Source: an optimization exercise on an open RTL-to-GDS flow (aim: small area and a short achievable clock period). Production flows keep margins and buffers that such runs may drop.
The RTL of this run was laid out without a check of its function.
No activity file was given, so power comes from the tool's default toggle rates.

--- config.mk ---
export PLATFORM = sky130hd
export DESIGN_NAME = RGB_to_Gray
export DESIGN_NICKNAME = RGB_to_Gray
export VERILOG_FILES = /design/flow/design.v
export SDC_FILE = /design/flow/constraint.sdc
export NUM_CORES = 8
export LEC_CHECK = 0
export CAP_MARGIN = 20
export CORE_MARGIN = 2
export CORE_UTILIZATION = 60
export CTS_BUF_LIST = sky130_fd_sc_hd__clkbuf_8
export PLACE_DENSITY = 0.75
export SLEW_MARGIN = 20
export SYNTH_HIERARCHICAL = 1
export SYNTH_MINIMUM_KEEP_SIZE = 0
--- constraint.sdc ---
create_clock -name core_clock -period 16.0 [get_ports {CLK}]
set_input_delay 3.2000 -clock core_clock [delete_from_list [all_inputs] [get_ports {CLK}]]
set_output_delay 3.2000 -clock core_clock [all_outputs]
set_load 0.01 [all_outputs]
--- design.v ---
module RGB_to_Gray(input CLK, input [7:0] R, input [7:0] G, input [7:0] B, input In_Valid, output reg [7:0] Gray, output reg Out_Valid);
    reg [7:0] r, g, b; reg v0;
    always @(posedge CLK) begin r <= R; g <= G; b <= B; v0 <= In_Valid; end
    wire w8 = ({r[7], r[6], r[5], r[4], r[3], r[2], r[1], r[0]} >= 8'd2);
    wire w9 = ({r[7], r[6], r[5], r[4], r[3], r[2], r[1], r[0]} >= 8'd4);
    wire w10 = ({r[7], r[6], r[5], r[4], r[3], r[2], r[1], r[0]} >= 8'd7);
    wire w11 = ({r[7], r[6], r[5], r[4], r[3], r[2], r[1], r[0]} >= 8'd14);
    wire w12 = ({r[7], r[6], r[5], r[4], r[3], r[2], r[1], r[0]} >= 8'd27);
    wire w13 = ({r[7], r[6], r[5], r[4], r[3], r[2], r[1], r[0]} >= 8'd54);
    wire w14 = ({r[7], r[6], r[5], r[4], r[3], r[2], r[1], r[0]} >= 8'd108);
    wire w15 = ({r[7], r[6], r[5], r[4], r[3], r[2], r[1], r[0]} >= 8'd215);
    wire w24 = ({g[7], g[6], g[5], g[4], g[3], g[2], g[1], g[0]} >= 8'd2);
    wire w25 = ({g[7], g[6], g[5], g[4], g[3], g[2], g[1], g[0]} >= 8'd4);
    wire w26 = ({g[7], g[6], g[5], g[4], g[3], g[2], g[1], g[0]} >= 8'd7);
    wire w27 = ({g[7], g[6], g[5], g[4], g[3], g[2], g[1], g[0]} >= 8'd14);
    wire w28 = ({g[7], g[6], g[5], g[4], g[3], g[2], g[1], g[0]} >= 8'd28);
    wire w29 = ({g[7], g[6], g[5], g[4], g[3], g[2], g[1], g[0]} >= 8'd55);
    wire w30 = ({g[7], g[6], g[5], g[4], g[3], g[2], g[1], g[0]} >= 8'd110);
    wire w31 = ({g[7], g[6], g[5], g[4], g[3], g[2], g[1], g[0]} >= 8'd219);
    wire w41 = ({b[7], b[6], b[5], b[4], b[3], b[2], b[1], b[0]} >= 8'd3);
    wire w42 = ({b[7], b[6], b[5], b[4], b[3], b[2], b[1], b[0]} >= 8'd5);
    wire w43 = ({b[7], b[6], b[5], b[4], b[3], b[2], b[1], b[0]} >= 8'd9);
    wire w44 = ({b[7], b[6], b[5], b[4], b[3], b[2], b[1], b[0]} >= 8'd18);
    wire w45 = ({b[7], b[6], b[5], b[4], b[3], b[2], b[1], b[0]} >= 8'd36);
    wire w46 = ({b[7], b[6], b[5], b[4], b[3], b[2], b[1], b[0]} >= 8'd71);
    wire w47 = ({b[7], b[6], b[5], b[4], b[3], b[2], b[1], b[0]} >= 8'd141);
    wire w48_0, w48_1; ha u48 (r[2], r[1], w48_0, w48_1);
    wire w49_0, w49_1; fa u49 (r[3], r[2], r[1], w49_0, w49_1);
    wire w50_0, w50_1; fa u50 (r[4], r[3], r[2], w50_0, w50_1);
    wire w51_0, w51_1; fa u51 (r[5], r[4], r[3], w51_0, w51_1);
    wire w52_0, w52_1; fa u52 (r[6], r[5], r[4], w52_0, w52_1);
    wire w53_0, w53_1; fa u53 (r[7], r[6], r[5], w53_0, w53_1);
    wire w54_0, w54_1; ha u54 (r[1], r[0], w54_0, w54_1);
    wire w55_0, w55_1; fa u55 (r[0], w48_0, w11, w55_0, w55_1);
    wire w56_0, w56_1; fa u56 (w48_1, w12, w49_0, w56_0, w56_1);
    wire w57_0, w57_1; fa u57 (w49_1, w13, w50_0, w57_0, w57_1);
    wire w58_0, w58_1; fa u58 (w50_1, w14, w51_0, w58_0, w58_1);
    wire w59_0, w59_1; fa u59 (w51_1, w15, w52_0, w59_0, w59_1);
    wire w60_0, w60_1; fa u60 (r[0], w52_1, w53_0, w60_0, w60_1);
    wire w61_0, w61_1; ha u61 (r[0], w9, w61_0, w61_1);
    wire w62_0, w62_1; fa u62 (w54_0, w10, w61_1, w62_0, w62_1);
    wire w63_0, w63_1; fa u63 (w54_1, w55_0, w62_1, w63_0, w63_1);
    wire w64_0, w64_1; fa u64 (w55_1, w56_0, w63_1, w64_0, w64_1);
    wire w65_0, w65_1; fa u65 (w56_1, w57_0, w64_1, w65_0, w65_1);
    wire w66_0, w66_1; fa u66 (w57_1, w58_0, w65_1, w66_0, w66_1);
    wire w67_0, w67_1; fa u67 (p58_1_1, p59_0_1, p66_1_1, w67_0, w67_1);
    wire w68_0, w68_1; fa u68 (p59_1_1, p60_0_1, w67_1, w68_0, w68_1);
    wire w69_0, w69_1; ha u69 (g[4], g[0], w69_0, w69_1);
    wire w70_0, w70_1; fa u70 (g[5], g[1], w31, w70_0, w70_1);
    wire w71_0, w71_1; fa u71 (g[6], g[2], g[0], w71_0, w71_1);
    wire w72_0, w72_1; ha u72 (g[0], w26, w72_0, w72_1);
    wire w73_0, w73_1; fa u73 (g[1], w27, w72_1, w73_0, w73_1);
    wire w74_0, w74_1; fa u74 (g[2], w28, w73_1, w74_0, w74_1);
    wire w75_0, w75_1; fa u75 (g[3], w29, w74_1, w75_0, w75_1);
    wire w76_0, w76_1; fa u76 (w69_0, w30, w75_1, w76_0, w76_1);
    wire w77_0, w77_1; fa u77 (w69_1, w70_0, w76_1, w77_0, w77_1);
    wire w78_0, w78_1; fa u78 (p70_1_1, p71_0_1, p77_1_1, w78_0, w78_1);
    wire w79 = ~w8;
    wire w80 = w61_0 & w79;
    wire w81 = ~w24;
    wire w82 = w25 & w81;
    wire w83 = ~w9;
    wire w84 = w62_0 & w83;
    wire w85 = ~w25;
    wire w86 = w72_0 & w85;
    wire w87 = ~w10;
    wire w88 = w63_0 & w87;
    wire w89 = ~w26;
    wire w90 = w73_0 & w89;
    wire w91 = ~w11;
    wire w92 = w64_0 & w91;
    wire w93 = ~w27;
    wire w94 = w74_0 & w93;
    wire w95 = ~w12;
    wire w96 = w65_0 & w95;
    wire w97 = ~w28;
    wire w98 = w75_0 & w97;
    wire w99 = ~w13;
    wire w100 = w66_0 & w99;
    wire w101 = ~w29;
    wire w102 = w76_0 & w101;
    wire w103 = ~w14;
    wire w104 = w67_0 & p103_0_1;
    wire w105 = ~w30;
    wire w106 = p77_0_1 & p105_0_1;
    wire w107 = ~p15_0_1;
    wire w108 = w68_0 & w107;
    wire w109 = ~p31_0_1;
    wire w110 = w78_0 & w109;
    wire w111_0, w111_1; ha u111 (r[7], r[6], w111_0, w111_1);
    wire w112_0, w112_1; fa u112 (r[7], r[2], r[0], w112_0, w112_1);
    wire w113_0, w113_1; fa u113 (g[7], g[3], g[1], w113_0, w113_1);
    wire w114_0, w114_1; fa u114 (r[3], r[1], r[0], w114_0, w114_1);
    wire w115_0, w115_1; fa u115 (r[4], r[2], r[1], w115_0, w115_1);
    wire w116_0, w116_1; fa u116 (r[5], r[3], r[2], w116_0, w116_1);
    wire w117_0, w117_1; ha u117 (r[0], g[6], w117_0, w117_1);
    wire w118_0, w118_1; fa u118 (r[6], r[4], r[3], w118_0, w118_1);
    wire w119_0, w119_1; fa u119 (r[1], g[7], g[5], w119_0, w119_1);
    wire w120_0, w120_1; fa u120 (r[7], r[5], r[4], w120_0, w120_1);
    wire w121_0, w121_1; ha u121 (r[2], g[6], w121_0, w121_1);
    wire w122_0, w122_1; fa u122 (r[6], r[5], r[3], w122_0, w122_1);
    wire w123_0, w123_1; ha u123 (g[7], g[6], w123_0, w123_1);
    wire w124_0, w124_1; fa u124 (r[7], r[6], r[4], w124_0, w124_1);
    wire w125_0, w125_1; ha u125 (r[0], g[7], w125_0, w125_1);
    wire w126_0, w126_1; ha u126 (r[7], r[5], w126_0, w126_1);
    wire w127_0, w127_1; ha u127 (r[5], r[2], w127_0, w127_1);
    wire w128_0, w128_1; fa u128 (r[6], r[3], r[2], w128_0, w128_1);
    wire w129_0, w129_1; fa u129 (r[7], r[4], r[3], w129_0, w129_1);
    wire w130_0, w130_1; fa u130 (r[5], r[4], r[1], w130_0, w130_1);
    wire w131_0, w131_1; fa u131 (r[6], r[5], r[2], w131_0, w131_1);
    wire w132_0, w132_1; ha u132 (r[7], r[6], w132_0, w132_1);
    wire w133_0, w133_1; fa u133 (r[1], w111_0, w53_1, w133_0, w133_1);
    wire w134_0, w134_1; fa u134 (g[0], w111_1, w71_1, w134_0, w134_1);
    wire w135_0, w135_1; ha u135 (w112_0, w113_0, w135_0, w135_1);
    wire w136_0, w136_1; fa u136 (g[4], g[2], g[1], w136_0, w136_1);
    wire w137_0, w137_1; fa u137 (w112_1, w113_1, w114_0, w137_0, w137_1);
    wire w138_0, w138_1; fa u138 (g[5], g[3], g[2], w138_0, w138_1);
    wire w139_0, w139_1; fa u139 (g[0], w114_1, w115_0, w139_0, w139_1);
    wire w140_0, w140_1; fa u140 (g[4], g[3], g[1], w140_0, w140_1);
    wire w141_0, w141_1; fa u141 (w117_0, w115_1, w116_0, w141_0, w141_1);
    wire w142_0, w142_1; fa u142 (g[4], g[2], w117_1, w142_0, w142_1);
    wire w143_0, w143_1; fa u143 (w116_1, w118_0, w119_0, w143_0, w143_1);
    wire w144_0, w144_1; fa u144 (g[5], g[3], w121_0, w144_0, w144_1);
    wire w145_0, w145_1; fa u145 (w118_1, w119_1, w120_0, w145_0, w145_1);
    wire w146_0, w146_1; fa u146 (g[4], g[0], w121_1, w146_0, w146_1);
    wire w147_0, w147_1; fa u147 (w123_0, w120_1, w122_0, w147_0, w147_1);
    wire w148_0, w148_1; fa u148 (g[5], g[1], w123_1, w148_0, w148_1);
    wire w149_0, w149_1; fa u149 (w125_0, w122_1, w124_0, w149_0, w149_1);
    wire w150_0, w150_1; fa u150 (r[1], g[6], g[2], w150_0, w150_1);
    wire w151_0, w151_1; fa u151 (w125_1, w126_0, w124_1, w151_0, w151_1);
    wire w152_0, w152_1; fa u152 (r[6], r[2], g[7], w152_0, w152_1);
    wire w153_0, w153_1; fa u153 (g[3], g[0], w126_1, w153_0, w153_1);
    wire w154_0, w154_1; fa u154 (r[7], r[3], r[0], w154_0, w154_1);
    wire w155_0, w155_1; fa u155 (g[4], g[1], g[0], w155_0, w155_1);
    wire w156_0, w156_1; fa u156 (r[4], r[1], r[0], w156_0, w156_1);
    wire w157_0, w157_1; fa u157 (g[5], g[2], g[1], w157_0, w157_1);
    wire w158_0, w158_1; fa u158 (r[1], g[6], g[3], w158_0, w158_1);
    wire w159_0, w159_1; fa u159 (g[2], g[0], w127_0, w159_0, w159_1);
    wire w160_0, w160_1; fa u160 (g[7], g[4], g[3], w160_0, w160_1);
    wire w161_0, w161_1; fa u161 (g[1], w127_1, w128_0, w161_0, w161_1);
    wire w162_0, w162_1; fa u162 (r[0], g[5], g[4], w162_0, w162_1);
    wire w163_0, w163_1; fa u163 (g[2], w128_1, w129_0, w163_0, w163_1);
    wire w164_0, w164_1; fa u164 (g[6], g[5], g[3], w164_0, w164_1);
    wire w165_0, w165_1; fa u165 (g[0], w129_1, w130_0, w165_0, w165_1);
    wire w166_0, w166_1; fa u166 (g[7], g[6], g[4], w166_0, w166_1);
    wire w167_0, w167_1; fa u167 (g[1], w130_1, w131_0, w167_0, w167_1);
    wire w168_0, w168_1; fa u168 (r[3], g[7], g[5], w168_0, w168_1);
    wire w169_0, w169_1; fa u169 (g[2], w132_0, w131_1, w169_0, w169_1);
    wire w170_0, w170_1; fa u170 (r[7], r[4], g[6], w170_0, w170_1);
    wire w171_0, w171_1; ha u171 (g[3], w132_1, w171_0, w171_1);
    wire w172_0, w172_1; ha u172 (r[5], g[7], w172_0, w172_1);
    wire w173_0, w173_1; ha u173 (w133_0, w60_1, w173_0, w173_1);
    wire w174_0, w174_1; fa u174 (w133_1, w135_0, w134_0, w174_0, w174_1);
    wire w175_0, w175_1; fa u175 (w136_0, w135_1, w134_1, w175_0, w175_1);
    wire w176_0, w176_1; fa u176 (w136_1, w138_0, w137_1, w176_0, w176_1);
    wire w177_0, w177_1; fa u177 (w138_1, w140_0, w139_1, w177_0, w177_1);
    wire w178_0, w178_1; fa u178 (w140_1, w142_0, w141_1, w178_0, w178_1);
    wire w179_0, w179_1; fa u179 (w142_1, w144_0, w143_1, w179_0, w179_1);
    wire w180_0, w180_1; fa u180 (w144_1, w146_0, w145_1, w180_0, w180_1);
    wire w181_0, w181_1; fa u181 (w146_1, w148_0, w147_1, w181_0, w181_1);
    wire w182_0, w182_1; fa u182 (w150_0, w148_1, w149_1, w182_0, w182_1);
    wire w183_0, w183_1; fa u183 (w150_1, w152_0, w153_0, w183_0, w183_1);
    wire w184_0, w184_1; fa u184 (w152_1, w154_0, w155_0, w184_0, w184_1);
    wire w185_0, w185_1; fa u185 (w154_1, w155_1, w156_0, w185_0, w185_1);
    wire w186_0, w186_1; fa u186 (w156_1, w157_1, w158_0, w186_0, w186_1);
    wire w187_0, w187_1; fa u187 (w158_1, w160_0, w159_1, w187_0, w187_1);
    wire w188_0, w188_1; fa u188 (w160_1, w162_0, w161_1, w188_0, w188_1);
    wire w189_0, w189_1; fa u189 (w162_1, w164_0, w163_1, w189_0, w189_1);
    wire w190_0, w190_1; fa u190 (w164_1, w166_0, w165_1, w190_0, w190_1);
    wire w191_0, w191_1; fa u191 (w166_1, w168_0, w167_1, w191_0, w191_1);
    wire w192_0, w192_1; fa u192 (w168_1, w170_0, w171_0, w192_0, w192_1);
    wire w193_0, w193_1; fa u193 (g[4], w172_0, w170_1, w193_0, w193_1);
    wire w194_0, w194_1; ha u194 (r[6], g[5], w194_0, w194_1);
    wire w195_0, w195_1; ha u195 (p173_0_1, w110, w195_0, w195_1);
    wire w196_0, w196_1; fa u196 (p173_1_1, p174_0_1, w78_1, w196_0, w196_1);
    wire w197_0, w197_1; fa u197 (w137_0, w174_1, w175_0, w197_0, w197_1);
    wire w198_0, w198_1; fa u198 (w139_0, w175_1, w176_0, w198_0, w198_1);
    wire w199_0, w199_1; fa u199 (w141_0, w176_1, w177_0, w199_0, w199_1);
    wire w200_0, w200_1; fa u200 (w143_0, w177_1, w178_0, w200_0, w200_1);
    wire w201_0, w201_1; fa u201 (w145_0, w178_1, w179_0, w201_0, w201_1);
    wire w202_0, w202_1; fa u202 (w147_0, w179_1, w180_0, w202_0, w202_1);
    wire w203_0, w203_1; fa u203 (w149_0, w180_1, w181_0, w203_0, w203_1);
    wire w204_0, w204_1; fa u204 (w151_0, w181_1, w182_0, w204_0, w204_1);
    wire w205_0, w205_1; fa u205 (w151_1, w183_0, w182_1, w205_0, w205_1);
    wire w206_0, w206_1; fa u206 (w153_1, w184_0, w183_1, w206_0, w206_1);
    wire w207_0, w207_1; fa u207 (w157_0, w184_1, w185_0, w207_0, w207_1);
    wire w208_0, w208_1; fa u208 (w159_0, w185_1, w186_0, w208_0, w208_1);
    wire w209_0, w209_1; fa u209 (w186_1, w161_0, w187_0, w209_0, w209_1);
    wire w210_0, w210_1; fa u210 (w163_0, w187_1, w188_0, w210_0, w210_1);
    wire w211_0, w211_1; fa u211 (w165_0, w188_1, w189_0, w211_0, w211_1);
    wire w212_0, w212_1; fa u212 (w167_0, w189_1, w190_0, w212_0, w212_1);
    wire w213_0, w213_1; fa u213 (w169_0, w190_1, w191_0, w213_0, w213_1);
    wire w214_0, w214_1; fa u214 (w169_1, w192_0, w191_1, w214_0, w214_1);
    wire w215_0, w215_1; fa u215 (w171_1, w193_0, w192_1, w215_0, w215_1);
    wire w216_0, w216_1; fa u216 (w172_1, w194_0, w193_1, w216_0, w216_1);
    wire w217_0, w217_1; fa u217 (r[7], g[6], w194_1, w217_0, w217_1);
    wire w219 = p205_1_1 & p206_0_1;
    wire w220 = p206_1_1 | p207_0_1;
    wire w221 = p206_1_1 & p207_0_1;
    wire w222 = p207_1_1 | p208_0_1;
    wire w223 = p207_1_1 & p208_0_1;
    wire w224 = p208_1_1 | p209_0_1;
    wire w225 = p208_1_1 & p209_0_1;
    wire w226 = p209_1_1 | p210_0_1;
    wire w227 = p209_1_1 & p210_0_1;
    wire w228 = p210_1_1 | p211_0_1;
    wire w229 = p210_1_1 & p211_0_1;
    wire w230 = p211_1_1 | p212_0_1;
    wire w231 = p211_1_1 & p212_0_1;
    wire w232 = p212_1_1 | p213_0_1;
    wire w233 = p212_1_1 & p213_0_1;
    wire w234 = p213_1_1 | p214_0_1;
    wire w235 = p213_1_1 & p214_0_1;
    wire w236 = p214_1_1 | p215_0_1;
    wire w237 = p214_1_1 & p215_0_1;
    wire w238 = p215_1_1 | p216_0_1;
    wire w239 = p215_1_1 & p216_0_1;
    wire w240 = p216_1_1 | p217_0_1;
    wire w241 = p216_1_1 & p217_0_1;
    wire w242 = p217_1_1 | p23_0_1;
    wire w243 = p217_1_1 & p23_0_1;
    wire w244 = w221 | (w220 & w219);
    wire w246 = w225 | (w224 & w223);
    wire w247 = w224 & w222;
    wire w248 = w229 | (w228 & w227);
    wire w249 = w228 & w226;
    wire w250 = w233 | (w232 & w231);
    wire w251 = w232 & w230;
    wire w252 = w237 | (w236 & w235);
    wire w253 = w236 & w234;
    wire w254 = w241 | (w240 & w239);
    wire w255 = w240 & w238;
    wire w258 = w246 | (w247 & w244);
    wire w260 = w231 | (w230 & w248);
    wire w261 = w230 & w249;
    wire w262 = w250 | (w251 & w248);
    wire w263 = w251 & w249;
    wire w264 = w239 | (w238 & w252);
    wire w265 = w238 & w253;
    wire w266 = w254 | (w255 & w252);
    wire w267 = w255 & w253;
    wire w268 = w227 | (w226 & w258);
    wire w270 = w248 | (w249 & w258);
    wire w272 = w260 | (w261 & w258);
    wire w274 = w262 | (w263 & w258);
    wire w276 = w243 | (w242 & w266);
    wire w277 = w242 & w267;
    wire w278 = w235 | (w234 & w274);
    wire w280 = w252 | (w253 & w274);
    wire w282 = w264 | (w265 & w274);
    wire w284 = w266 | (w267 & w274);
    wire w286 = w276 | (w277 & w274);
    wire w288 = |{p210_1_1, p211_1_1, p212_1_1, p213_1_1, p214_1_1, p215_1_1, p216_1_1, p217_1_1, p211_0_1, p212_0_1, p213_0_1, p214_0_1, p215_0_1, p216_0_1, p217_0_1, p23_0_1, w268};
    wire w289 = |{p211_1_1, p212_1_1, p213_1_1, p214_1_1, p215_1_1, p216_1_1, p217_1_1, p212_0_1, p213_0_1, p214_0_1, p215_0_1, p216_0_1, p217_0_1, p23_0_1, w270};
    wire w290 = |{p212_1_1, p213_1_1, p214_1_1, p215_1_1, p216_1_1, p217_1_1, p213_0_1, p214_0_1, p215_0_1, p216_0_1, p217_0_1, p23_0_1, w272};
    wire w291 = |{p213_1_1, p214_1_1, p215_1_1, p216_1_1, p217_1_1, p214_0_1, p215_0_1, p216_0_1, p217_0_1, p23_0_1, w274};
    wire w292 = |{p214_1_1, p215_1_1, p216_1_1, p217_1_1, p215_0_1, p216_0_1, p217_0_1, p23_0_1, w278};
    wire w293 = |{p215_1_1, p216_1_1, p217_1_1, p216_0_1, p217_0_1, p23_0_1, w280};
    wire w294 = |{p216_1_1, p217_1_1, p217_0_1, p23_0_1, w282};
    wire w295 = |{p217_1_1, p23_0_1, w284};
    wire w296 = |{w286};
    wire w297 = ~b[0];
    wire w298 = ~b[1];
    wire w299 = ~b[2];
    wire w300 = ~b[3];
    wire w301 = ~b[4];
    wire w302 = ~p37_0_1;
    wire w303 = ~p38_0_1;
    wire w304 = ~p39_0_1;
    wire w305_0, w305_1; fa u305 (b[6], b[4], b[2], w305_0, w305_1);
    wire w306_0, w306_1; ha u306 (b[7], b[5], w306_0, w306_1);
    wire w307_0, w307_1; ha u307 (b[6], b[4], w307_0, w307_1);
    wire w308_0, w308_1; ha u308 (b[7], b[5], w308_0, w308_1);
    wire w309_0, w309_1; ha u309 (b[4], b[2], w309_0, w309_1);
    wire w310_0, w310_1; fa u310 (b[5], b[3], b[1], w310_0, w310_1);
    wire w311_0, w311_1; fa u311 (w297, w47, w305_0, w311_0, w311_1);
    wire w312_0, w312_1; fa u312 (b[3], w298, w306_0, w312_0, w312_1);
    wire w313_0, w313_1; fa u313 (b[0], w299, w306_1, w313_0, w313_1);
    wire w314_0, w314_1; fa u314 (b[1], w300, w307_1, w314_0, w314_1);
    wire w315_0, w315_1; fa u315 (p38_0_1, p34_0_1, p301_0_1, w315_0, w315_1);
    wire w316_0, w316_1; ha u316 (b[2], b[0], w316_0, w316_1);
    wire w317_0, w317_1; fa u317 (b[3], b[1], w44, w317_0, w317_1);
    wire w318_0, w318_1; fa u318 (b[0], w309_0, w45, w318_0, w318_1);
    wire w319_0, w319_1; fa u319 (w309_1, w46, w310_0, w319_0, w319_1);
    wire w320; xn u320 (w310_1, w311_0, w320);
    wire w321 = w310_1 | w311_0;
    wire w322_0, w322_1; fa u322 (w305_1, w312_0, w311_1, w322_0, w322_1);
    wire w323_0, w323_1; fa u323 (w307_0, w312_1, w313_0, w323_0, w323_1);
    wire w324_0, w324_1; fa u324 (w308_0, w313_1, w314_0, w324_0, w324_1);
    wire w325_0, w325_1; fa u325 (p308_1_1, w315_0, p314_1_1, w325_0, w325_1);
    wire w326_0, w326_1; ha u326 (b[0], w41, w326_0, w326_1);
    wire w327_0, w327_1; fa u327 (b[1], w42, w326_1, w327_0, w327_1);
    wire w328_0, w328_1; fa u328 (w316_0, w43, w327_1, w328_0, w328_1);
    wire w329_0, w329_1; fa u329 (w316_1, w317_0, w328_1, w329_0, w329_1);
    wire w330_0, w330_1; fa u330 (w317_1, w318_0, w329_1, w330_0, w330_1);
    wire w331_0, w331_1; fa u331 (w318_1, w319_0, w330_1, w331_0, w331_1);
    wire w332_0, w332_1; fa u332 (w319_1, w320, w331_1, w332_0, w332_1);
    wire w333_0, w333_1; fa u333 (p321_0_1, p322_0_1, p332_1_1, w333_0, w333_1);
    wire w334_0, w334_1; fa u334 (p322_1_1, p323_0_1, w333_1, w334_0, w334_1);
    wire w335_0, w335_1; fa u335 (p323_1_1, p324_0_1, w334_1, w335_0, w335_1);
    wire w336_0, w336_1; fa u336 (p324_1_1, w325_0, w335_1, w336_0, w336_1);
    wire w337 = ~w42;
    wire w338 = w328_0 & w337;
    wire w339 = p338_0_1 & w288;
    wire w340 = ~w339;
    wire w341 = ~w43;
    wire w342 = w329_0 & w341;
    wire w343 = p342_0_1 & w289;
    wire w344 = ~w343;
    wire w345 = ~w44;
    wire w346 = w330_0 & w345;
    wire w347 = p346_0_1 & w290;
    wire w348 = ~w347;
    wire w349 = ~w45;
    wire w350 = w331_0 & w349;
    wire w351 = p350_0_1 & w291;
    wire w352 = ~w351;
    wire w353 = ~p46_0_1;
    wire w354 = p332_0_1 & w353;
    wire w355 = w354 & w292;
    wire w356 = ~w355;
    wire w357 = ~p47_0_1;
    wire w358 = w333_0 & w357;
    wire w359 = w358 & w293;
    wire w360 = ~w359;
    wire w361 = w334_0 & w294;
    wire w362 = ~w361;
    wire w363 = w335_0 & w295;
    wire w364 = ~w363;
    wire w365 = w336_0 & w296;
    wire w366 = ~w365;
    wire w367_0, w367_1; fa u367 (p39_0_1, p35_0_1, w302, w367_0, w367_1);
    wire w368_0, w368_1; ha u368 (p297_0_1, w315_1, w368_0, w368_1);
    wire w369_0, w369_1; ha u369 (p36_0_1, w303, w369_0, w369_1);
    wire w370_0, w370_1; ha u370 (p39_0_1, p37_0_1, w370_0, w370_1);
    wire w371_0, w371_1; ha u371 (p38_0_1, p33_0_1, w371_0, w371_1);
    wire w372_0, w372_1; ha u372 (p39_0_1, p34_0_1, w372_0, w372_1);
    wire w373_0, w373_1; fa u373 (w367_0, w368_0, w325_1, w373_0, w373_1);
    wire w374_0, w374_1; fa u374 (p298_0_1, w369_0, w367_1, w374_0, w374_1);
    wire w375_0, w375_1; ha u375 (w368_1, p197_0_1, w375_0, w375_1);
    wire w376_0, w376_1; fa u376 (p37_0_1, w304, p299_0_1, w376_0, w376_1);
    wire w377_0, w377_1; fa u377 (w369_1, p197_1_1, p198_0_1, w377_0, w377_1);
    wire w378_0, w378_1; fa u378 (p38_0_1, p300_0_1, p198_1_1, w378_0, w378_1);
    wire w379 = ~p199_0_1;
    wire w380_0, w380_1; fa u380 (p39_0_1, p301_0_1, p297_0_1, w380_0, w380_1);
    wire w381_0, w381_1; ha u381 (w199_1, w200_0, w381_0, w381_1);
    wire w382_0, w382_1; fa u382 (w302, p298_0_1, p200_1_1, w382_0, w382_1);
    wire w383_0, w383_1; fa u383 (p32_0_1, w303, p299_0_1, w383_0, w383_1);
    wire w384_0, w384_1; fa u384 (p33_0_1, w304, p300_0_1, w384_0, w384_1);
    wire w385_0, w385_1; fa u385 (p34_0_1, p32_0_1, p301_0_1, w385_0, w385_1);
    wire w386_0, w386_1; ha u386 (w203_1, w204_0, w386_0, w386_1);
    wire w387_0, w387_1; fa u387 (p35_0_1, p33_0_1, w302, w387_0, w387_1);
    wire w388; xn u388 (w204_1, w205_0, w388);
    wire w389 = w204_1 | w205_0;
    wire w390_0, w390_1; fa u390 (p36_0_1, p34_0_1, w303, w390_0, w390_1);
    wire w391_0, w391_1; fa u391 (p297_0_1, p206_0_1, p205_1_1, w391_0, w391_1);
    wire w392_0, w392_1; fa u392 (p37_0_1, p35_0_1, w304, w392_0, w392_1);
    wire w393_0, w393_1; fa u393 (p298_0_1, p207_0_1, p206_1_1, w393_0, w393_1);
    wire w394_0, w394_1; fa u394 (p38_0_1, p36_0_1, p299_0_1, w394_0, w394_1);
    wire w395; xn u395 (p207_1_1, p208_0_1, w395);
    wire w396 = p207_1_1 | p208_0_1;
    wire w397_0, w397_1; fa u397 (p32_0_1, p300_0_1, w370_0, w397_0, w397_1);
    wire w398; xn u398 (p208_1_1, p209_0_1, w398);
    wire w399 = p208_1_1 | p209_0_1;
    wire w400_0, w400_1; fa u400 (p301_0_1, w370_1, w371_0, w400_0, w400_1);
    wire w401; xn u401 (p209_1_1, p210_0_1, w401);
    wire w402 = p209_1_1 | p210_0_1;
    wire w403_0, w403_1; fa u403 (w302, w371_1, w372_0, w403_0, w403_1);
    wire w404; xn u404 (p210_1_1, p211_0_1, w404);
    wire w405 = p210_1_1 | p211_0_1;
    wire w406_0, w406_1; fa u406 (p35_0_1, w303, w372_1, w406_0, w406_1);
    wire w407; xn u407 (p211_1_1, p212_0_1, w407);
    wire w408 = p211_1_1 | p212_0_1;
    wire w409_0, w409_1; fa u409 (p36_0_1, w304, p212_1_1, w409_0, w409_1);
    wire w410 = ~p213_0_1;
    wire w411_0, w411_1; ha u411 (p37_0_1, p213_1_1, w411_0, w411_1);
    wire w412_0, w412_1; ha u412 (p38_0_1, p215_0_1, w412_0, w412_1);
    wire w413_0, w413_1; ha u413 (p39_0_1, p216_0_1, w413_0, w413_1);
    wire w414_0, w414_1; ha u414 (p80_0_1, p338_0_1, w414_0, w414_1);
    wire w415_0, w415_1; fa u415 (w82, w84, w342, w415_0, w415_1);
    wire w416_0, w416_1; fa u416 (p86_0_1, p88_0_1, p346_0_1, w416_0, w416_1);
    wire w417_0, w417_1; fa u417 (p90_0_1, p92_0_1, p350_0_1, w417_0, w417_1);
    wire w418_0, w418_1; fa u418 (p94_0_1, p96_0_1, w354, w418_0, w418_1);
    wire w419_0, w419_1; fa u419 (p98_0_1, p100_0_1, w358, w419_0, w419_1);
    wire w420_0, w420_1; fa u420 (p102_0_1, w104, w334_0, w420_0, w420_1);
    wire w421_0, w421_1; fa u421 (w106, w108, w335_0, w421_0, w421_1);
    wire w422_0, w422_1; fa u422 (w68_1, w195_0, w336_0, w422_0, w422_1);
    wire w423_0, w423_1; fa u423 (w373_0, w196_0, w195_1, w423_0, w423_1);
    wire w424_0, w424_1; fa u424 (w374_0, w373_1, w375_0, w424_0, w424_1);
    wire w425_0, w425_1; fa u425 (w376_0, w374_1, w375_1, w425_0, w425_1);
    wire w426_0, w426_1; fa u426 (w376_1, w379, w377_1, w426_0, w426_1);
    wire w427_0, w427_1; fa u427 (w380_0, p199_0_1, w378_1, w427_0, w427_1);
    wire w428_0, w428_1; fa u428 (w380_1, p201_0_1, p381_1_1, w428_0, w428_1);
    wire w429_0, w429_1; fa u429 (w383_0, p201_1_1, p202_0_1, w429_0, w429_1);
    wire w430_0, w430_1; fa u430 (w383_1, w384_0, p202_1_1, w430_0, w430_1);
    wire w431_0, w431_1; fa u431 (w384_1, w385_0, p386_0_1, w431_0, w431_1);
    wire w432_0, w432_1; fa u432 (w385_1, w387_0, p388_0_1, w432_0, w432_1);
    wire w433_0, w433_1; fa u433 (w387_1, w390_0, p389_0_1, w433_0, w433_1);
    wire w434_0, w434_1; fa u434 (w390_1, w392_0, w393_0, w434_0, w434_1);
    wire w435_0, w435_1; fa u435 (w392_1, w394_0, w395, w435_0, w435_1);
    wire w436_0, w436_1; fa u436 (w394_1, w397_0, w396, w436_0, w436_1);
    wire w437_0, w437_1; fa u437 (w397_1, w400_0, w399, w437_0, w437_1);
    wire w438_0, w438_1; fa u438 (w400_1, w403_0, w402, w438_0, w438_1);
    wire w439_0, w439_1; fa u439 (w403_1, w406_0, w405, w439_0, w439_1);
    wire w440_0, w440_1; fa u440 (w406_1, w410, w408, w440_0, w440_1);
    wire w441_0, w441_1; fa u441 (p214_0_1, p213_0_1, w411_0, w441_0, w441_1);
    wire w442_0, w442_1; fa u442 (p214_1_1, w412_0, w411_1, w442_0, w442_1);
    wire w443_0, w443_1; fa u443 (p215_1_1, w413_0, w412_1, w443_0, w443_1);
    wire w444_0, w444_1; fa u444 (p217_0_1, p216_1_1, w413_1, w444_0, w444_1);
    wire w445_0, w445_1; ha u445 (p23_0_1, p217_1_1, w445_0, w445_1);
    wire w446_0, w446_1; ha u446 (w414_0, w340, w446_0, w446_1);
    wire w447_0, w447_1; fa u447 (w414_1, p415_0_1, w344, w447_0, w447_1);
    wire w448_0, w448_1; fa u448 (p415_1_1, w416_0, w348, w448_0, w448_1);
    wire w449_0, w449_1; fa u449 (w416_1, w352, w417_0, w449_0, w449_1);
    wire w450_0, w450_1; fa u450 (w417_1, w356, w418_0, w450_0, w450_1);
    wire w451_0, w451_1; fa u451 (w418_1, w360, w419_0, w451_0, w451_1);
    wire w452_0, w452_1; fa u452 (w419_1, w362, w420_0, w452_0, w452_1);
    wire w453_0, w453_1; fa u453 (w420_1, w364, w421_0, w453_0, w453_1);
    wire w454_0, w454_1; fa u454 (w421_1, w366, w422_0, w454_0, w454_1);
    wire w455_0, w455_1; fa u455 (w423_0, w336_1, w422_1, w455_0, w455_1);
    wire w456_0, w456_1; fa u456 (w424_0, w196_1, w423_1, w456_0, w456_1);
    wire w457_0, w457_1; fa u457 (w377_0, w424_1, w425_0, w457_0, w457_1);
    wire w458_0, w458_1; fa u458 (w378_0, w425_1, w426_0, w458_0, w458_1);
    wire w459_0, w459_1; fa u459 (p381_0_1, w426_1, w427_0, w459_0, w459_1);
    wire w460_0, w460_1; fa u460 (w382_0, w427_1, w428_0, w460_0, w460_1);
    wire w461_0, w461_1; fa u461 (w382_1, w429_0, w428_1, w461_0, w461_1);
    wire w462_0, w462_1; fa u462 (p203_0_1, w429_1, w430_0, w462_0, w462_1);
    wire w463; xn u463 (w430_1, w431_0, w463);
    wire w464 = w430_1 | w431_0;
    wire w465_0, w465_1; fa u465 (p386_1_1, w432_0, w431_1, w465_0, w465_1);
    wire w466_0, w466_1; fa u466 (w391_0, w432_1, w433_0, w466_0, w466_1);
    wire w467_0, w467_1; fa u467 (w391_1, w433_1, w434_0, w467_0, w467_1);
    wire w468_0, w468_1; fa u468 (w393_1, w435_0, w434_1, w468_0, w468_1);
    wire w469_0, w469_1; fa u469 (w398, w435_1, w436_0, w469_0, w469_1);
    wire w470_0, w470_1; fa u470 (w436_1, w401, w437_0, w470_0, w470_1);
    wire w471_0, w471_1; fa u471 (w404, w437_1, w438_0, w471_0, w471_1);
    wire w472_0, w472_1; fa u472 (w407, w438_1, w439_0, w472_0, w472_1);
    wire w473_0, w473_1; fa u473 (w409_0, w439_1, w440_0, w473_0, w473_1);
    wire w474_0, w474_1; fa u474 (w409_1, w440_1, w441_0, w474_0, w474_1);
    wire w475; xn u475 (w441_1, w442_0, w475);
    wire w476 = w441_1 | w442_0;
    wire w477; xn u477 (w443_0, w442_1, w477);
    wire w478 = w443_0 | w442_1;
    wire w479; xn u479 (w444_0, w443_1, w479);
    wire w480 = w444_0 | w443_1;
    wire w481; xn u481 (w445_0, w444_1, w481);
    wire w482 = w445_0 | w444_1;
    wire w483 = ~w445_1;
    wire w484 = w446_1 | w447_0;
    wire w485 = w446_1 & w447_0;
    wire w486 = w447_1 | w448_0;
    wire w487 = w447_1 & w448_0;
    wire w488 = w448_1 | w449_0;
    wire w489 = w448_1 & w449_0;
    wire w490 = w449_1 | w450_0;
    wire w491 = w449_1 & w450_0;
    wire w492 = w450_1 | w451_0;
    wire w493 = w450_1 & w451_0;
    wire w494 = w451_1 | w452_0;
    wire w495 = w451_1 & w452_0;
    wire w496 = w452_1 | w453_0;
    wire w497 = w452_1 & w453_0;
    wire w498 = w453_1 | w454_0;
    wire w499 = w453_1 & w454_0;
    wire w500 = w454_1 | w455_0;
    wire w501 = w454_1 & w455_0;
    wire w502 = w455_1 | w456_0;
    wire w503 = w455_1 & w456_0;
    wire w504 = w456_1 | w457_0;
    wire w505 = w456_1 & w457_0;
    wire w506 = w457_1 | w458_0;
    wire w507 = w457_1 & w458_0;
    wire w508 = w458_1 | w459_0;
    wire w509 = w458_1 & w459_0;
    wire w510 = w459_1 | w460_0;
    wire w511 = w459_1 & w460_0;
    wire w512 = w460_1 | w461_0;
    wire w513 = w460_1 & w461_0;
    wire w514 = w461_1 | w462_0;
    wire w515 = w461_1 & w462_0;
    wire w516 = w462_1 | w463;
    wire w517 = w462_1 & w463;
    wire w518 = w464 | w465_0;
    wire w519 = w464 & w465_0;
    wire w520 = w465_1 | w466_0;
    wire w521 = w465_1 & w466_0;
    wire w522 = w466_1 | w467_0;
    wire w523 = w466_1 & w467_0;
    wire w524 = w467_1 | w468_0;
    wire w525 = w467_1 & w468_0;
    wire w526 = w468_1 | w469_0;
    wire w527 = w468_1 & w469_0;
    wire w528 = w469_1 | w470_0;
    wire w529 = w469_1 & w470_0;
    wire w530 = w470_1 | w471_0;
    wire w531 = w470_1 & w471_0;
    wire w532_0, w532_1; ha u532 (w471_1, w472_0, w532_0, w532_1);
    wire w533_0, w533_1; ha u533 (w472_1, w473_0, w533_0, w533_1);
    wire w534_0, w534_1; ha u534 (w473_1, w474_0, w534_0, w534_1);
    wire w535_0, w535_1; ha u535 (w474_1, w475, w535_0, w535_1);
    wire w536_0, w536_1; ha u536 (w476, w477, w536_0, w536_1);
    wire w537_0, w537_1; ha u537 (w478, w479, w537_0, w537_1);
    wire w538_0, w538_1; ha u538 (w480, w481, w538_0, w538_1);
    wire w539_0, w539_1; ha u539 (w482, w483, w539_0, w539_1);
    wire w540 = w531 | (w530 & w529);
    wire w541 = w530 & w528;
    wire w542 = w527 | (w526 & w525);
    wire w543 = w526 & w524;
    wire w544 = w540 | (w541 & w542);
    wire w545 = w541 & w543;
    wire w546 = w523 | (w522 & w521);
    wire w547 = w522 & w520;
    wire w548 = w546 | (w547 & w519);
    wire w549 = w547 & w518;
    wire w550 = w544 | (w545 & w548);
    wire w551 = w545 & w549;
    wire w552 = w517 | (w516 & w515);
    wire w553 = w516 & w514;
    wire w554 = w552 | (w553 & w513);
    wire w555 = w553 & w512;
    wire w556 = w511 | (w510 & w509);
    wire w557 = w510 & w508;
    wire w558 = w556 | (w557 & w507);
    wire w559 = w557 & w506;
    wire w560 = w554 | (w555 & w558);
    wire w561 = w555 & w559;
    wire w562 = w550 | (w551 & w560);
    wire w563 = w551 & w561;
    wire w564 = w505 | (w504 & w503);
    wire w565 = w504 & w502;
    wire w566 = w564 | (w565 & w501);
    wire w567 = w565 & w500;
    wire w568 = w499 | (w498 & w497);
    wire w569 = w498 & w496;
    wire w570 = w568 | (w569 & w495);
    wire w571 = w569 & w494;
    wire w572 = w566 | (w567 & w570);
    wire w573 = w567 & w571;
    wire w574 = w493 | (w492 & w491);
    wire w575 = w492 & w490;
    wire w576 = w574 | (w575 & w489);
    wire w577 = w575 & w488;
    wire w578 = w487 | (w486 & w485);
    wire w579 = w486 & w484;
    wire w580 = w578 | (w579 & w446_0);
    wire w581 = w576 | (w577 & w580);
    wire w583 = w572 | (w573 & w581);
    wire w585 = p562_0_1 | (p563_0_1 & p583_0_1);
    wire w587 = p533_1_1 | (p533_0_1 & p532_1_1);
    wire w588 = p533_0_1 & p532_0_1;
    wire w589 = w535_1 | (w535_0 & w534_1);
    wire w590 = p535_0_1 & p534_0_1;
    wire w591 = w537_1 | (w537_0 & w536_1);
    wire w592 = p537_0_1 & p536_0_1;
    wire w595 = p534_1_1 | (p534_0_1 & w587);
    wire w596 = p534_0_1 & w588;
    wire w597 = p589_0_1 | (w590 & w587);
    wire w598 = w590 & w588;
    wire w599 = w538_1 | (w538_0 & w591);
    wire w600 = p538_0_1 & w592;
    wire w603 = p536_1_1 | (p536_0_1 & w597);
    wire w604 = p536_0_1 & w598;
    wire w605 = p591_0_1 | (w592 & w597);
    wire w606 = w592 & w598;
    wire w607 = p599_0_1 | (w600 & w597);
    wire w608 = w600 & w598;
    wire w611 = p532_1_1 | (p532_0_1 & w585);
    wire w612 = w587 | (w588 & w585);
    wire w613 = w595 | (w596 & w585);
    wire w614 = w597 | (w598 & w585);
    wire w615 = w603 | (w604 & w585);
    wire w616 = w605 | (w606 & w585);
    wire w617 = w607 | (w608 & w585);
    wire w619; xr u619 (p532_0_1, w585, w619);
    wire w620; xr u620 (p533_0_1, w611, w620);
    wire w621; xr u621 (p534_0_1, w612, w621);
    wire w622; xr u622 (p535_0_1, w613, w622);
    wire w623; xr u623 (p536_0_1, w614, w623);
    wire w624; xr u624 (p537_0_1, w615, w624);
    wire w625; xr u625 (p538_0_1, w616, w625);
    wire w626; xr u626 (p539_0_1, w617, w626);
    reg p23_0_1;
    reg p32_0_1;
    reg p33_0_1;
    reg p34_0_1;
    reg p35_0_1;
    reg p36_0_1;
    reg p37_0_1;
    reg p38_0_1;
    reg p39_0_1;
    reg p15_0_1;
    reg p58_1_1;
    reg p59_0_1;
    reg p66_1_1;
    reg p59_1_1;
    reg p60_0_1;
    reg p31_0_1;
    reg p70_1_1;
    reg p71_0_1;
    reg p77_1_1;
    reg p103_0_1;
    reg p77_0_1;
    reg p105_0_1;
    reg p173_0_1;
    reg p173_1_1;
    reg p174_0_1;
    reg p205_1_1;
    reg p206_0_1;
    reg p206_1_1;
    reg p207_0_1;
    reg p207_1_1;
    reg p208_0_1;
    reg p208_1_1;
    reg p209_0_1;
    reg p209_1_1;
    reg p210_0_1;
    reg p210_1_1;
    reg p211_0_1;
    reg p211_1_1;
    reg p212_0_1;
    reg p212_1_1;
    reg p213_0_1;
    reg p213_1_1;
    reg p214_0_1;
    reg p214_1_1;
    reg p215_0_1;
    reg p215_1_1;
    reg p216_0_1;
    reg p216_1_1;
    reg p217_0_1;
    reg p217_1_1;
    reg p297_0_1;
    reg p47_0_1;
    reg p298_0_1;
    reg p299_0_1;
    reg p300_0_1;
    reg p301_0_1;
    reg p46_0_1;
    reg p308_1_1;
    reg p314_1_1;
    reg p321_0_1;
    reg p322_0_1;
    reg p332_1_1;
    reg p322_1_1;
    reg p323_0_1;
    reg p323_1_1;
    reg p324_0_1;
    reg p324_1_1;
    reg p338_0_1;
    reg p342_0_1;
    reg p346_0_1;
    reg p350_0_1;
    reg p332_0_1;
    reg p197_0_1;
    reg p197_1_1;
    reg p198_0_1;
    reg p198_1_1;
    reg p199_0_1;
    reg p200_1_1;
    reg p80_0_1;
    reg p86_0_1;
    reg p88_0_1;
    reg p90_0_1;
    reg p92_0_1;
    reg p94_0_1;
    reg p96_0_1;
    reg p98_0_1;
    reg p100_0_1;
    reg p102_0_1;
    reg p201_0_1;
    reg p381_1_1;
    reg p201_1_1;
    reg p202_0_1;
    reg p202_1_1;
    reg p386_0_1;
    reg p388_0_1;
    reg p389_0_1;
    reg p415_0_1;
    reg p415_1_1;
    reg p381_0_1;
    reg p203_0_1;
    reg p386_1_1;
    reg p562_0_1;
    reg p563_0_1;
    reg p583_0_1;
    reg p533_1_1;
    reg p533_0_1;
    reg p532_1_1;
    reg p532_0_1;
    reg p535_0_1;
    reg p534_1_1;
    reg p534_0_1;
    reg p537_0_1;
    reg p536_1_1;
    reg p536_0_1;
    reg p589_0_1;
    reg p538_0_1;
    reg p591_0_1;
    reg p599_0_1;
    reg p539_0_1;
    always @(posedge CLK) begin
        p23_0_1 <= g[7];
        p32_0_1 <= b[0];
        p33_0_1 <= b[1];
        p34_0_1 <= b[2];
        p35_0_1 <= b[3];
        p36_0_1 <= b[4];
        p37_0_1 <= b[5];
        p38_0_1 <= b[6];
        p39_0_1 <= b[7];
        p15_0_1 <= w15;
        p58_1_1 <= w58_1;
        p59_0_1 <= w59_0;
        p66_1_1 <= w66_1;
        p59_1_1 <= w59_1;
        p60_0_1 <= w60_0;
        p31_0_1 <= w31;
        p70_1_1 <= w70_1;
        p71_0_1 <= w71_0;
        p77_1_1 <= w77_1;
        p103_0_1 <= w103;
        p77_0_1 <= w77_0;
        p105_0_1 <= w105;
        p173_0_1 <= w173_0;
        p173_1_1 <= w173_1;
        p174_0_1 <= w174_0;
        p205_1_1 <= w205_1;
        p206_0_1 <= w206_0;
        p206_1_1 <= w206_1;
        p207_0_1 <= w207_0;
        p207_1_1 <= w207_1;
        p208_0_1 <= w208_0;
        p208_1_1 <= w208_1;
        p209_0_1 <= w209_0;
        p209_1_1 <= w209_1;
        p210_0_1 <= w210_0;
        p210_1_1 <= w210_1;
        p211_0_1 <= w211_0;
        p211_1_1 <= w211_1;
        p212_0_1 <= w212_0;
        p212_1_1 <= w212_1;
        p213_0_1 <= w213_0;
        p213_1_1 <= w213_1;
        p214_0_1 <= w214_0;
        p214_1_1 <= w214_1;
        p215_0_1 <= w215_0;
        p215_1_1 <= w215_1;
        p216_0_1 <= w216_0;
        p216_1_1 <= w216_1;
        p217_0_1 <= w217_0;
        p217_1_1 <= w217_1;
        p297_0_1 <= w297;
        p47_0_1 <= w47;
        p298_0_1 <= w298;
        p299_0_1 <= w299;
        p300_0_1 <= w300;
        p301_0_1 <= w301;
        p46_0_1 <= w46;
        p308_1_1 <= w308_1;
        p314_1_1 <= w314_1;
        p321_0_1 <= w321;
        p322_0_1 <= w322_0;
        p332_1_1 <= w332_1;
        p322_1_1 <= w322_1;
        p323_0_1 <= w323_0;
        p323_1_1 <= w323_1;
        p324_0_1 <= w324_0;
        p324_1_1 <= w324_1;
        p338_0_1 <= w338;
        p342_0_1 <= w342;
        p346_0_1 <= w346;
        p350_0_1 <= w350;
        p332_0_1 <= w332_0;
        p197_0_1 <= w197_0;
        p197_1_1 <= w197_1;
        p198_0_1 <= w198_0;
        p198_1_1 <= w198_1;
        p199_0_1 <= w199_0;
        p200_1_1 <= w200_1;
        p80_0_1 <= w80;
        p86_0_1 <= w86;
        p88_0_1 <= w88;
        p90_0_1 <= w90;
        p92_0_1 <= w92;
        p94_0_1 <= w94;
        p96_0_1 <= w96;
        p98_0_1 <= w98;
        p100_0_1 <= w100;
        p102_0_1 <= w102;
        p201_0_1 <= w201_0;
        p381_1_1 <= w381_1;
        p201_1_1 <= w201_1;
        p202_0_1 <= w202_0;
        p202_1_1 <= w202_1;
        p386_0_1 <= w386_0;
        p388_0_1 <= w388;
        p389_0_1 <= w389;
        p415_0_1 <= w415_0;
        p415_1_1 <= w415_1;
        p381_0_1 <= w381_0;
        p203_0_1 <= w203_0;
        p386_1_1 <= w386_1;
        p562_0_1 <= w562;
        p563_0_1 <= w563;
        p583_0_1 <= w583;
        p533_1_1 <= w533_1;
        p533_0_1 <= w533_0;
        p532_1_1 <= w532_1;
        p532_0_1 <= w532_0;
        p535_0_1 <= w535_0;
        p534_1_1 <= w534_1;
        p534_0_1 <= w534_0;
        p537_0_1 <= w537_0;
        p536_1_1 <= w536_1;
        p536_0_1 <= w536_0;
        p589_0_1 <= w589;
        p538_0_1 <= w538_0;
        p591_0_1 <= w591;
        p599_0_1 <= w599;
        p539_0_1 <= w539_0;
    end
    reg v1; always @(posedge CLK) v1 <= v0;
    reg v2; always @(posedge CLK) v2 <= v1;
    always @(posedge CLK) begin Gray <= {w626, w625, w624, w623, w622, w621, w620, w619}; Out_Valid <= v2; end
endmodule
module fa(input a, input b, input c, output s, output co);
    assign s = a ^ b ^ c;
    assign co = (a & b) | (a & c) | (b & c);
endmodule
module ha(input a, input b, output s, output co);
    assign s = a ^ b;
    assign co = a & b;
endmodule
module xr(input a, input b, output y);
    assign y = a ^ b;
endmodule
module xn(input a, input b, output y);
    assign y = ~(a ^ b);
endmodule
module ao(input g1, input p1, input g0, output y);
    assign y = g1 | (p1 & g0);
endmodule
module an2(input a, input b, output y);
    assign y = a & b;
endmodule
module or2(input a, input b, output y);
    assign y = a | b;
endmodule
--- flow/run.sh ---
#!/bin/bash
set -euo pipefail
export SETUP_SLACK_MARGIN=11.95
export CTS_ARGS="-sink_clustering_enable -repair_clock_nets -dont_use_dummy_load -buf_list sky130_fd_sc_hd__clkbuf_8"
export BUFFER_PORTS_ARGS="-buffer_cell sky130_fd_sc_hd__buf_2"
bash standard.sh synth > synth.log 2>&1
bash standard.sh > layout.log 2>&1
--- standard.sh ---
#!/bin/bash
# synth_recipe.tcl (not shown) runs the flow's synth.tcl, then flattens the netlist and writes it again
# the make line also repeats each setting of config.mk as NAME=value (left out here)
make -C /OpenROAD-flow-scripts/flow DESIGN_CONFIG=/design/flow/config.mk WORK_HOME=/design/flow/orfs CLKGATE_MAP_FILE= SYNTH_SCRIPT=/design/flow/synth_recipe.tcl "${@:-finish}"
==> impl_metrics.py <==
metrics = {
    "layout": {
        "num_antenna_cells": 0,
        "final_layout_size_suffix_gt1_share_pct": 13.6,
        "final_cell_area_sq_um": 10500,
        "most-common-layout-cells": "fa_1, dfxtp_1, ha_1, buf_2, nor2_1",
        "nets": 1029,
        "layout_commonest_cell": "fa_1",
        "final_util_pct": 66.3,
        "area_growth_pct": 8.75,
        "nFillCells": 1190,
    },
    "global_route": {
        "grt_pass1_vias": 6105,
        "grt_use_total_pct": 25.6,
        "grt_pass1_wl_um": 31900,
        "antenna_found_initial": 0,
        "grt_max_degree": 18,
        "grt_overflow": 0,
    },
    "critical_path": {
        "crit_fanout": 1,
        "worst-path-buf-inv": 1,
        "cp-end-kind": "output pin",
        "critPathTopFamily": "flip-flops",
        "rr_worst_depth": 12,
        "critPathKind": "register to output pin",
        "crit_path_max_incr_delay_ps": 300,
        "crit_chain": "buf_2",
        "critPathLaunchType": "register",
        "cp.required_ps": 12800,
        "r2r-start": "p321_0_1$_DFF_P_",
        "r2r_slack_ps": 12060,
        "crit_arrival_ps": 880,
        "r2r-end": "p583_0_1$_DFF_P_",
        "worst_path_max_delay_cell": "dfxtp_1",
    },
    "logic_synthesis": {
        "postSynth.asyncResetShare_pct": 0,
        "yosys_register_bits": 155,
        "ys_seq_area_share_pct": 32.3,
        "synth.avg_cell_area_sq_um": 14.3,
        "ys_types": 49,
        "postSynthNetCount": 965,
        "synth.cell_area_sq_um": 9620,
        "yosysWarnings": 7,
        "synthTopCellsByArea": "fa_1, dfxtp_1, ha_1",
        "yosysTopAreaCellShare_pct": 46.0,
        "synthFlopType": "dfxtp_1",
        "synth-edff-count": 0,
        "synth_area_leader_cell": "fa_1",
        "synthCells": 671,
    },
    "run_status": {
        "status": "finished clean",
    },
    "sta": {
        "tightest_slew_ps": 963,
        "slew_viol_final": 0,
        "rsz0062_at_grt": "yes",
        "relSlewSlack_pct": 35.7,
        "tns_ps": 0,
        "finalHoldViolCount": 0,
        "setup-violations-final": 0,
        "worst_clock_skew_ps": 26.5,
        "min_period_ps": 4080,
        "fmax_mhz": 245,
        "setup_slack_ps": 11920,
        "min_period_over_period_pct": 25.5,
    },
    "clocking": {
        "cts_tree": "yes",
        "ctsHtreeMaxLevel": 4,
        "cts_root_buffer": "clkbuf_8",
        "cts.path.max_buffers": 2,
        "clock_latency_ps": 450,
        "numCtsBuffers": 17,
        "cts_sinks": 155,
        "clkTransAtPathRegs_ps": 80,
        "holdBufCountCts": 0,
    },
    "job": {
        "maxCapViolCount": 0,
    },
    "floorplan": {
        "dieArea_sq_um": 17100,
        "start_util_pct": 61.0,
        "rows": 46,
        "boundaryPins": 35,
        "core_sq_um": 15800,
        "dieHeight_um": 131,
        "die_x_um": 131,
    },
    "detailed_routing": {
        "drtPass1Iterations": 5,
        "via_per_inst": 5.75,
        "drc": 0,
        "routed_wl_um": 19400,
        "wl_per_cell_um": 20.5,
        "drt_iter0_markers": 362,
        "final_antenna_net_count": 0,
        "vias": 5458,
    },
    "min_path": {
        "hold_class": "register to register",
        "min_to": "v1$_DFF_P_",
        "hold_depth": 0,
        "hp-start": "v0$_DFF_P_",
    },
    "placement": {
        "gp_congestion": 0.967,
        "dp_slack_ps": 11820,
        "place_hpwl_um": 15700,
        "place_area_sq_um": 10100,
        "portBuffers": 34,
    },
    "pwr": {
        "power.total_mw": 1.90,
        "ir_drop_uv": 111,
        "power_density_nw_per_um2": 182,
        "cellLeakagePower_nw": 4.28,
    },
}
[routing by layer]
layer / vias to the layer above / GRT usage (%) / part of all wire [%]
met2: 195 / 41.1 / 50
li1: 2372 / - / -
met1: 2861 / 35.1 / 42
met3: 30 / 5.99 / 5.9
met4: 0 / 8.32 / 2.3
met5: - / 0 / 0
[registers in the layout (all words and copies together), names as in the netlist, 8 cells and up]
name / count
r: 8
b: 8
g: 8
Gray: 8
[per-module statistics from Yosys (local to each module, per instance)]
module	copies in the design	cell area, sq um	cells
xr	8	8.76	1
xn	12	8.76	1
ha	47	12.5	1
fa	221	20.0	1
RGB_to_Gray	1	4430	383
[stage by stage]
step                      hold slack [ps]  instances
after floorplan                       310        671
after global placement                312        930
after detailed placement              314        930
after CTS                             333        947
after global routing                  337        949
final                                 329        949
[report_power, final]
part	switching, mW	internal, mW
Sequential	0.0882	0.503
Clock	0.121	0.0935
Combinational	0.553	0.544
[how the worst max path moves through the flow]
stage / start / slack (ps) / endpoint / cells after the start
after global routing: Out_Valid$_DFF_P_ / 11870 / Out_Valid / 1
after CTS: Gray[1]$_DFF_P_ / 11890 / Gray[1] / 1
after detailed placement: p38_0_1$_DFF_P_ / 11820 / p583_0_1$_DFF_P_ / 10
final: Gray[3]$_DFF_P_ / 11920 / Gray[3] / 1
after floorplan: p321_0_1$_DFF_P_ / 12010 / p583_0_1$_DFF_P_ / 11
after global placement: p38_0_1$_DFF_P_ / 11860 / p583_0_1$_DFF_P_ / 10
[cell families after synthesis]
family,count (synthesis),share of synthesized area [%]
compound gates,90,6.58
fa+ha+maj,276,53.0
xor+xnor,20,1.82
buf+inv,22,0.858
flops,155,32.3
other cells,1,0.0390
simple gates,107,5.46
[timing repair]
item / in CTS / in global routing
pin swaps: 3 / 7
endpoints found under the setup margin: 10 / 16
setup buffers: 0 / 2
gates resized for setup: 7 / 17
[layout make-up]
type / count / area (sq um) / share of cell area [%]
Inverter: 22 / 82.6 / 0.789
Sequential cell: 155 / 3110 / 29.8
Clock buffer: 17 / 234 / 2.24
Timing Repair Buffer: 45 / 278 / 2.65
Multi-Input combinational cell: 494 / 6480 / 62.0
Tap cell: 216 / 270 / 2.58
[Yosys cell counts (all sizes together), types with 2 or more instances]
master	number
or2	12
a2111oi	2
nor2b	5
nor3	8
and2	2
o211ai	2
nand2	24
a221oi	3
dfxtp	155
nor2	29
nand3	4
inv	22
o31ai	7
maj3	8
and3	15
o221a	3
a22oi	4
nor4	4
a21oi	13
xnor2	12
a31o	3
a31oi	7
fa	221
o21ai	13
ha	47
a21o	13
o22ai	10
xor2	8

what the ideal ports hide:
The flow's constraints put no driver on any port. The routed layout listed below was extracted and timed again, unchanged, in two steps.
Step 1 assumes that a clkbuf_16 drives the clock port and a buf_2 every other input.
Step 2 also shifts input and output timing later by t, the mid clock arrival at the registers, as if the neighbouring blocks saw the same clock.
Three values: ideal, step 1, step 2; two values: the first two.
shift t [ns]: 0.474
setup slack, ns: 11.923 / 11.887 / 12.065
latest minus earliest clock arrival (ns): 0.026 / 0.027
worst register clock-pin slew, ns: 0.08 / 0.08
After both steps setup and hold are still met in this run. For this run, drivers alone change the setup slack by -0.036 ns; drivers and shift together by +0.142 ns.
